This design comes from an exercise in tuning for small area, a short achievable clock period and few clock cycles per item on the open sky130 flow, not from production work. Where RTL was checked, it was by simulation tests only, not by an equivalence proof against the original.

==> inputs of trial 2 <==
Design melendez_mult, start of the top module:
module melendez_mult (rst, clk, multiplier, multiplicand, product, done);
==> flow/config.mk <==
export PLATFORM = sky130hd
export DESIGN_NAME = melendez_mult
export DESIGN_NICKNAME = melendez_mult
export VERILOG_FILES = /design/flow/design.v
export SDC_FILE = /design/flow/constraint.sdc
export NUM_CORES = 4
export LEC_CHECK = 0
export CAP_MARGIN = 20
export CORE_MARGIN = 2
export CORE_UTILIZATION = 40
export CTS_BUF_LIST = sky130_fd_sc_hd__clkbuf_4 sky130_fd_sc_hd__clkbuf_8
export SETUP_SLACK_MARGIN = 1.0
export SLEW_MARGIN = 20
export SYNTH_HIERARCHICAL = 1
export SYNTH_MINIMUM_KEEP_SIZE = 0
==> flow/constraint.sdc <==
create_clock -name core_clock -period 5.0 [get_ports {clk}]
set_input_delay 1.0000 -clock core_clock [delete_from_list [all_inputs] [get_ports {clk}]]
set_output_delay 1.0000 -clock core_clock [all_outputs]
set_load 0.01 [all_outputs]
standard.sh (not shown) runs the stock make flow with config.mk's settings and CLKGATE_MAP_FILE= SYNTH_SCRIPT=/design/flow/synth_recipe.tcl, a recipe that flattens the netlist after the stock synthesis.
==> flow/flow/run.sh <==
#!/bin/bash
set -euo pipefail
export BUFFER_PORTS_ARGS="-buffer_cell sky130_fd_sc_hd__buf_2"
bash standard.sh synth > flow_synth.log 2>&1
odb=orfs/results/sky130hd/melendez_mult/base/1_synth.odb
openroad -no_init -exit flow/downsize.tcl > flow_downsize.log 2>&1
bash standard.sh > flow_layout.log 2>&1
==> flow/flow/downsize.tcl <==
# Set every logic gate of the synthesized netlist to the smallest drive strength of
# its family (flip-flops, adders, buffers, inverters and tie cells are left alone).
set odb orfs/results/sky130hd/melendez_mult/base/1_synth.odb
read_db $odb
set db [ord::get_db]
set block [ord::get_db_block]
set n 0
set before 0.0
set after 0.0
foreach inst [$block getInsts] {
  set m [$inst getMaster]
  set name [$m getName]
  if {![regexp {^(sky130_fd_sc_hd__([a-z0-9]+))_([0-9]+)$} $name -> base fam drive]} { continue }
  if {[regexp {^(buf|inv|clkbuf|clkinv|clkinvlp|dfxtp|edfxtp|dfxbp|dfrtp|dfstp|fa|ha|conb|dlygate|clkdlybuf|dlymetal|bufbuf|lpflow|tap|fill|decap|mux2i|mux2)} $fam]} { continue }
  set best ""
  foreach d {1 0} {
    set cand [$db findMaster ${base}_$d]
    if {$cand != "NULL"} { set best $cand; break }
  }
  if {$best == "" || [$best getName] == $name} { continue }
  set before [expr {$before + [$m getWidth] * [$m getHeight] / 1e6}]
  set after [expr {$after + [$best getWidth] * [$best getHeight] / 1e6}]
  if {[$inst swapMaster $best]} { incr n }
}
puts "downsized $n instances: area $before -> $after um2"
write_db $odb
==> trial 40 (differences from trial 2) <==
--- a/flow/design.v
+++ b/flow/design.v
@@ -3,66 +3,43 @@
   input [31:0] multiplier, multiplicand;
   output [63:0] product;
   output done;
   reg [1:0] cnt;                
   reg done_q;                   
   reg first_q;                  
-  reg zero_q;                   
+  reg [8:0] dig_q;              
   reg [32:0] s_q;           
   reg [32:0] c_q;           
   reg [7:0] pa_q, pb_q;         
   reg neg3_q;                   
   reg [23:0] lo_q;              
   assign done = done_q;
+  wire [8:0] dig = first_q ? {multiplier[8:1], 1'b0} : dig_q;
   reg [8:0] dig_next;
   always @(*)
     case (cnt)
       2'd0: dig_next = multiplier[16:8];
       2'd1: dig_next = multiplier[24:16];
       2'd2: dig_next = {1'b0, multiplier[31:24]};
       default: dig_next = 9'd0;
     endcase
   wire [3:0] one, two, neg, negn;
   wire [32:0] a_ext = {1'b0, multiplicand};
   wire [32:0] a_sh = {multiplicand, 1'b0};
-  wire [8:0] dig0 = {multiplier[8:1], 1'b0};
-  wire [3:0] one0, two0, neg0;
-  assign one0[0] = dig0[1] ^ dig0[0];
-  assign two0[0] = (dig0[2] & ~dig0[1] & ~dig0[0]) | (~dig0[2] & dig0[1] & dig0[0]);
-  assign neg0[0] = dig0[2];
-  assign one0[1] = dig0[3] ^ dig0[2];
-  assign two0[1] = (dig0[4] & ~dig0[3] & ~dig0[2]) | (~dig0[4] & dig0[3] & dig0[2]);
-  assign neg0[1] = dig0[4];
-  assign one0[2] = dig0[5] ^ dig0[4];
-  assign two0[2] = (dig0[6] & ~dig0[5] & ~dig0[4]) | (~dig0[6] & dig0[5] & dig0[4]);
-  assign neg0[2] = dig0[6];
-  assign one0[3] = dig0[7] ^ dig0[6];
-  assign two0[3] = (dig0[8] & ~dig0[7] & ~dig0[6]) | (~dig0[8] & dig0[7] & dig0[6]);
-  assign neg0[3] = dig0[8];
-  wire [3:0] one_n, two_n, neg_n;
-  assign one_n[0] = dig_next[1] ^ dig_next[0];
-  assign two_n[0] = (dig_next[2] & ~dig_next[1] & ~dig_next[0]) | (~dig_next[2] & dig_next[1] & dig_next[0]);
-  assign neg_n[0] = dig_next[2];
-  assign one_n[1] = dig_next[3] ^ dig_next[2];
-  assign two_n[1] = (dig_next[4] & ~dig_next[3] & ~dig_next[2]) | (~dig_next[4] & dig_next[3] & dig_next[2]);
-  assign neg_n[1] = dig_next[4];
-  assign one_n[2] = dig_next[5] ^ dig_next[4];
-  assign two_n[2] = (dig_next[6] & ~dig_next[5] & ~dig_next[4]) | (~dig_next[6] & dig_next[5] & dig_next[4]);
-  assign neg_n[2] = dig_next[6];
-  assign one_n[3] = dig_next[7] ^ dig_next[6];
-  assign two_n[3] = (dig_next[8] & ~dig_next[7] & ~dig_next[6]) | (~dig_next[8] & dig_next[7] & dig_next[6]);
-  assign neg_n[3] = dig_next[8];
-  reg [3:0] one_q, two_q, neg_q;
-  always @(posedge clk) begin
-    one_q <= one_n;
-    two_q <= two_n;
-    neg_q <= neg_n;
-  end
-  assign one = first_q ? one0 : one_q;
-  assign two = first_q ? two0 : two_q;
-  assign neg = first_q ? neg0 : neg_q;
+  assign one[0] = dig[1] ^ dig[0];
+  assign two[0] = (dig[2] & ~dig[1] & ~dig[0]) | (~dig[2] & dig[1] & dig[0]);
+  assign neg[0] = dig[2];
+  assign one[1] = dig[3] ^ dig[2];
+  assign two[1] = (dig[4] & ~dig[3] & ~dig[2]) | (~dig[4] & dig[3] & dig[2]);
+  assign neg[1] = dig[4];
+  assign one[2] = dig[5] ^ dig[4];
+  assign two[2] = (dig[6] & ~dig[5] & ~dig[4]) | (~dig[6] & dig[5] & dig[4]);
+  assign neg[2] = dig[6];
+  assign one[3] = dig[7] ^ dig[6];
+  assign two[3] = (dig[8] & ~dig[7] & ~dig[6]) | (~dig[8] & dig[7] & dig[6]);
+  assign neg[3] = dig[8];
   assign negn = ~neg;
   wire [32:0] pp0;
   mm_bsel u_bs0_0 (.one(one[0]), .two(two[0]), .neg(neg[0]), .a(a_ext[0]), .a1(a_sh[0]), .p(pp0[0]));
   mm_bsel u_bs0_1 (.one(one[0]), .two(two[0]), .neg(neg[0]), .a(a_ext[1]), .a1(a_sh[1]), .p(pp0[1]));
   mm_bsel u_bs0_2 (.one(one[0]), .two(two[0]), .neg(neg[0]), .a(a_ext[2]), .a1(a_sh[2]), .p(pp0[2]));
   mm_bsel u_bs0_3 (.one(one[0]), .two(two[0]), .neg(neg[0]), .a(a_ext[3]), .a1(a_sh[3]), .p(pp0[3]));
@@ -195,16 +172,16 @@
   mm_bsel u_bs3_28 (.one(one[3]), .two(two[3]), .neg(neg[3]), .a(a_ext[28]), .a1(a_sh[28]), .p(pp3[28]));
   mm_bsel u_bs3_29 (.one(one[3]), .two(two[3]), .neg(neg[3]), .a(a_ext[29]), .a1(a_sh[29]), .p(pp3[29]));
   mm_bsel u_bs3_30 (.one(one[3]), .two(two[3]), .neg(neg[3]), .a(a_ext[30]), .a1(a_sh[30]), .p(pp3[30]));
   mm_bsel u_bs3_31 (.one(one[3]), .two(two[3]), .neg(neg[3]), .a(a_ext[31]), .a1(a_sh[31]), .p(pp3[31]));
   mm_bsel u_bs3_32 (.one(one[3]), .two(two[3]), .neg(neg[3]), .a(a_ext[32]), .a1(a_sh[32]), .p(pp3[32]));
   wire [34:0] s_init = {1'b1, 2'b00, multiplicand & {32{multiplier[0]}}};
-  wire [34:0] s_in = zero_q ? s_init : {1'b0, 1'b1, s_q[32], s_q[31], s_q[30], s_q[29], s_q[28], s_q[27], s_q[26], s_q[25], s_q[24], s_q[23], s_q[22], s_q[21], s_q[20], s_q[19], s_q[18], s_q[17], s_q[16], s_q[15], s_q[14], s_q[13], s_q[12], s_q[11], s_q[10], s_q[9], s_q[8], s_q[7], s_q[6], s_q[5], s_q[4], s_q[3], s_q[2], s_q[1], s_q[0]};
-  wire [34:0] c_in = {1'b0, 1'b0, c_q[32], c_q[31], c_q[30], c_q[29], c_q[28], c_q[27], c_q[26], c_q[25], c_q[24], c_q[23], c_q[22], c_q[21], c_q[20], c_q[19], c_q[18], c_q[17], c_q[16], c_q[15], c_q[14], c_q[13], c_q[12], c_q[11], c_q[10], c_q[9], c_q[8], c_q[7], c_q[6], c_q[5], c_q[4], c_q[3], c_q[2], c_q[1], c_q[0]} & {35{~zero_q}};
+  wire [34:0] s_in = first_q ? s_init : {1'b0, 1'b1, s_q[32], s_q[31], s_q[30], s_q[29], s_q[28], s_q[27], s_q[26], s_q[25], s_q[24], s_q[23], s_q[22], s_q[21], s_q[20], s_q[19], s_q[18], s_q[17], s_q[16], s_q[15], s_q[14], s_q[13], s_q[12], s_q[11], s_q[10], s_q[9], s_q[8], s_q[7], s_q[6], s_q[5], s_q[4], s_q[3], s_q[2], s_q[1], s_q[0]};
+  wire [34:0] c_in = {1'b0, 1'b0, c_q[32], c_q[31], c_q[30], c_q[29], c_q[28], c_q[27], c_q[26], c_q[25], c_q[24], c_q[23], c_q[22], c_q[21], c_q[20], c_q[19], c_q[18], c_q[17], c_q[16], c_q[15], c_q[14], c_q[13], c_q[12], c_q[11], c_q[10], c_q[9], c_q[8], c_q[7], c_q[6], c_q[5], c_q[4], c_q[3], c_q[2], c_q[1], c_q[0]} & {35{~first_q}};
   wire [9:0] lo_sum = {2'b00, {pa_q[7], pa_q[6], pa_q[5], pa_q[4], pa_q[3], pa_q[2], pa_q[1], pa_q[0]}} + {2'b00, {pb_q[7], pb_q[6], pb_q[5], pb_q[4], pb_q[3], pb_q[2], pb_q[1], pb_q[0]}} + {2'b00, neg3_q, 7'd0};
-  wire [1:0] lcin = lo_sum[9:8] & {2{~zero_q}};
+  wire [1:0] lcin = lo_sum[9:8] & {2{~first_q}};
   wire hs1;
   wire hc2;
   wire hs3;
   wire hc4;
   wire hs5;
   wire hc6;
@@ -627,13 +604,13 @@
   wire [39:0] hi_b = {c_q[31], c_q[30], c_q[29], c_q[28], c_q[27], c_q[26], c_q[25], c_q[24], c_q[23], c_q[22], c_q[21], c_q[20], c_q[19], c_q[18], c_q[17], c_q[16], c_q[15], c_q[14], c_q[13], c_q[12], c_q[11], c_q[10], c_q[9], c_q[8], c_q[7], c_q[6], c_q[5], c_q[4], c_q[3], c_q[2], c_q[1], c_q[0], {pb_q[7], pb_q[6], pb_q[5], pb_q[4], pb_q[3], pb_q[2], pb_q[1], pb_q[0]}};
   wire [39:0] hi_s;
   mm_add u_add (.a(hi_a), .b(hi_b), .s(hi_s));
   assign product = {hi_s, lo_q};
   always @(posedge clk) begin
     first_q <= rst;
-    zero_q <= rst | done_q;
+    dig_q <= dig_next;
     if (rst) begin
       cnt <= 2'd0;
       done_q <= 1'b0;
     end else if (!done_q) begin
       cnt <= cnt + 2'd1;
       done_q <= (cnt == 2'd3);
@@ -1132,14 +1109,24 @@
   assign s[38] = p0[38] ^ gx87;
   assign s[39] = ~(p0[39] ^ gx114);
 endmodule
 module mm_pg (a, b, g, p);
   input a, b;
   output g, p;
-  assign g = a & b;
-  assign p = a ^ b;
+  mm_and2 u_g (.a(a), .b(b), .y(g));
+  mm_xor2 u_p (.a(a), .b(b), .y(p));
+endmodule
+module mm_and2 (a, b, y);
+  input a, b;
+  output y;
+  assign y = a & b;
+endmodule
+module mm_xor2 (a, b, y);
+  input a, b;
+  output y;
+  assign y = a ^ b;
 endmodule
 module mm_inv (a, y);
   input a;
   output y;
   assign y = ~a;
 endmodule
Settings changed: CORE_UTILIZATION 40 to 50.
==> results_dict.tcl <==
set metrics [dict create \
    fin_cells 1583 \
    status "complete, no violations" \
    start_util 0.406 \
    min_period_ns 3.96 \
    pre_cts_slack_ns 0.604 \
    die_w_um 175 \
]
(the above is from trial 2)
==> results_dict.tcl <==
set metrics [dict create \
    min_period_ns 3.96 \
    start_util 0.510 \
    status "complete, no violations" \
    fin_cells 1505 \
    die_w_um 156 \
]
(the above is from trial 40)
Testbench counts of trial 40, summed over its fixed seeds: cycles 2,296, products 384.
Function not checked in trial 2: the RTL went through the layout flow alone.

==> separate check: timing with driven ports <==
How much do the figures lean on ideal ports? The routed layouts below were timed once more, with nothing changed but the port constraints. Step 1, drivers: a clkbuf_16 drives clk and a buf_2 each remaining input, both assumed. Step 2 also shifts input and output timing later by t, the mid clock arrival at the registers, as if the neighbouring blocks saw the same clock. Three values: no drivers, after step 1, after step 2; two values: the first two.
run | t, ns | slack for setup (ns) | worst setup path at the end | clock arrival spread, ns | worst register clock-pin slew, ns
trial 2 | 0.489 | 1.042 / 1.002 / 0.608 | input to register | 0.018 / 0.018 | 0.09 / 0.09
trial 40 | 0.506 | 1.036 / 0.995 / 0.547 | input to register | 0.020 / 0.019 | 0.09 / 0.09
After both steps every run listed still meets setup and hold. The setup slack of trial 40, which loses most, moves by -0.041 ns with the drivers and by -0.489 ns with both steps.
